Background: an optimization exercise with open tools, aiming at small area and a short achievable clock period. Do not read the settings as production practice.
No activity file was given, so power comes from the tool's default toggle rates.

Setup of before:
==> module fifo, before the edit <==
module fifo #(
    parameter LENGTH = 32,
    parameter WIDTH  = 16
) (
    input logic reset_i,
    input logic clk_i,
    input logic read_en,
    input logic write_en,
    input logic [WIDTH-1:0] data_i,
    output logic empty_o,
    output logic full_o,
    output logic [WIDTH-1:0] data_o
);
  localparam LO = 4;
  localparam HI = LENGTH / LO;
  logic [LO-1:0] lo;
  logic [HI-1:0] hi;
  logic empty_r, full_r;
  logic [WIDTH-1:0] mem [LENGTH-1:0];
  wire rd = read_en & ~empty_r;
  wire wr = write_en & ~full_r;
  wire one_left = lo[0] & hi[0];           
  wire one_free = lo[LO-2] & hi[HI-1];     
  assign empty_o = empty_r;
  assign full_o  = full_r;
  logic [WIDTH-1:0] rdata;
  always_comb begin
    rdata = '0;
    for (int j = 0; j < HI; j++)
      for (int i = 0; i < LO; i++)
        rdata = rdata | (mem[LO*j+i] & {WIDTH{hi[j] & lo[i]}});
  end
  always_ff @(posedge clk_i, posedge reset_i) begin
    if (reset_i) begin
      lo         <= LO'(1) << (LO - 1);
      hi         <= HI'(1) << (HI - 1);
      empty_r    <= 1'b1;
      full_r     <= 1'b0;
      data_o     <= 0;
    end else begin
      if (rd) data_o <= rdata;
      if (wr & ~rd) begin
        lo <= {lo[LO-2:0], lo[LO-1]};
        if (lo[LO-1]) hi <= {hi[HI-2:0], hi[HI-1]};
      end else if (rd & ~wr) begin
        lo <= {lo[0], lo[LO-1:1]};
        if (lo[0]) hi <= {hi[0], hi[HI-1:1]};
      end
      empty_r    <= ~wr & (empty_r | (rd & one_left));
      full_r     <= ~rd & (full_r | (wr & one_free));
    end
  end
  always_ff @(posedge clk_i) begin
    if (wr) begin
      mem[0] <= data_i;
      for (int i = 1; i < LENGTH; i++) mem[i] <= mem[i-1];
    end
  end
endmodule
Settings: LEC_CHECK=0, CAP_MARGIN=20, CORE_MARGIN=2, CORE_UTILIZATION=60, SETUP_SLACK_MARGIN=2.05, SLEW_MARGIN=20; clock period 4.0 ns.
standard.sh (not shown) runs the stock make flow with config.mk's settings and CLKGATE_MAP_FILE= SYNTH_SCRIPT=/design/flow/synth_recipe.tcl, a recipe that flattens the netlist after the stock synthesis.
==> flow/flow/run.sh <==
#!/bin/bash
bash standard.sh MATCH_CELL_FOOTPRINT=0 "BUFFER_PORTS_ARGS=-buffer_cell sky130_fd_sc_hd__buf_4" \
  "CTS_ARGS=-sink_clustering_enable -repair_clock_nets -dont_use_dummy_load -sink_clustering_size 24 -sink_clustering_max_diameter 80" \
  finish > standard.log 2>&1
Inputs modified between before and after:
diff --git a/flow/design.v b/flow/design.v
--- a/flow/design.v
+++ b/flow/design.v
@@ -16,11 +16,11 @@
   logic [LO-1:0] lo;
   logic [HI-1:0] hi;
-  logic empty_r, full_r;
+  logic nonempty_r, full_r;
   logic [WIDTH-1:0] mem [LENGTH-1:0];
-  wire rd = read_en & ~empty_r;
+  wire rd = read_en & nonempty_r;
   wire wr = write_en & ~full_r;
   wire one_left = lo[0] & hi[0];           
   wire one_free = lo[LO-2] & hi[HI-1];     
-  assign empty_o = empty_r;
+  assign empty_o = ~nonempty_r;
   assign full_o  = full_r;
   logic [WIDTH-1:0] rdata;
@@ -35,5 +35,5 @@
       lo         <= LO'(1) << (LO - 1);
       hi         <= HI'(1) << (HI - 1);
-      empty_r    <= 1'b1;
+      nonempty_r <= 1'b0;
       full_r     <= 1'b0;
       data_o     <= 0;
@@ -47,13 +47,17 @@
         if (lo[0]) hi <= {hi[0], hi[HI-1:1]};
       end
-      empty_r    <= ~wr & (empty_r | (rd & one_left));
+      nonempty_r <= wr | (nonempty_r & ~(rd & one_left));
       full_r     <= ~rd & (full_r | (wr & one_free));
     end
   end
+  logic [HI-1:0] grp_live;
+  always_comb begin
+    grp_live[0] = 1'b1;
+    for (int j = 1; j < HI; j++) grp_live[j] = |(hi >> (j - 1));
+  end
   always_ff @(posedge clk_i) begin
-    if (wr) begin
-      mem[0] <= data_i;
-      for (int i = 1; i < LENGTH; i++) mem[i] <= mem[i-1];
-    end
+    if (wr) mem[0] <= data_i;
+    for (int i = 1; i < LENGTH; i++)
+      if (wr & grp_live[i / LO]) mem[i] <= mem[i-1];
   end
 endmodule
Findings:
The clock-buffer cell count of after is lower than that of before. Sort after and before by share of power burned in registers, ascending, and before comes first. after and before ended up with nearly the same post-synthesis adder-cell area fraction. after gives less overall power of the completed layout than before did. Worst slack at placement: after < before. Relative to before, clock network fraction of design power has gone up in after. The run showing the greater starting density of the core is after. after vs. before: worst setup margin went up by 0.072 ns. Row overall fraction of global-route tracks in use: after higher / before lower. In the tables for after and before, routed length on met1 reads lower with before. Lower total placed instance area goes to before over after.
No functional check of the RTL was part of any run of this note.

separate check: timing with driven ports:
Ports are ideal in the flow. The routed layouts listed here were re-timed in OpenROAD.
Step 1, drivers: a clkbuf_16 drives clk_i and a buf_2 each remaining input, both assumed.
Step 2 times the ports against the registers' clock, not the clock port: input delays grow and output delays shrink by t, the midpoint of the rising clock arrivals with the driver on.
Slacks: ideal / step 1 / step 2; pairs: ideal / step 1.
run	t, ns	setup slack, ns	worst slew at a driven data input, ns
before	0.613	1.971 / 1.918 / 1.671	0.04
after	0.619	2.043 / 1.990 / 1.597	0.04
After both steps setup and hold are still met in every run listed. The setup slack of after, which loses most, moves by -0.053 ns with the drivers and by -0.446 ns with both steps.
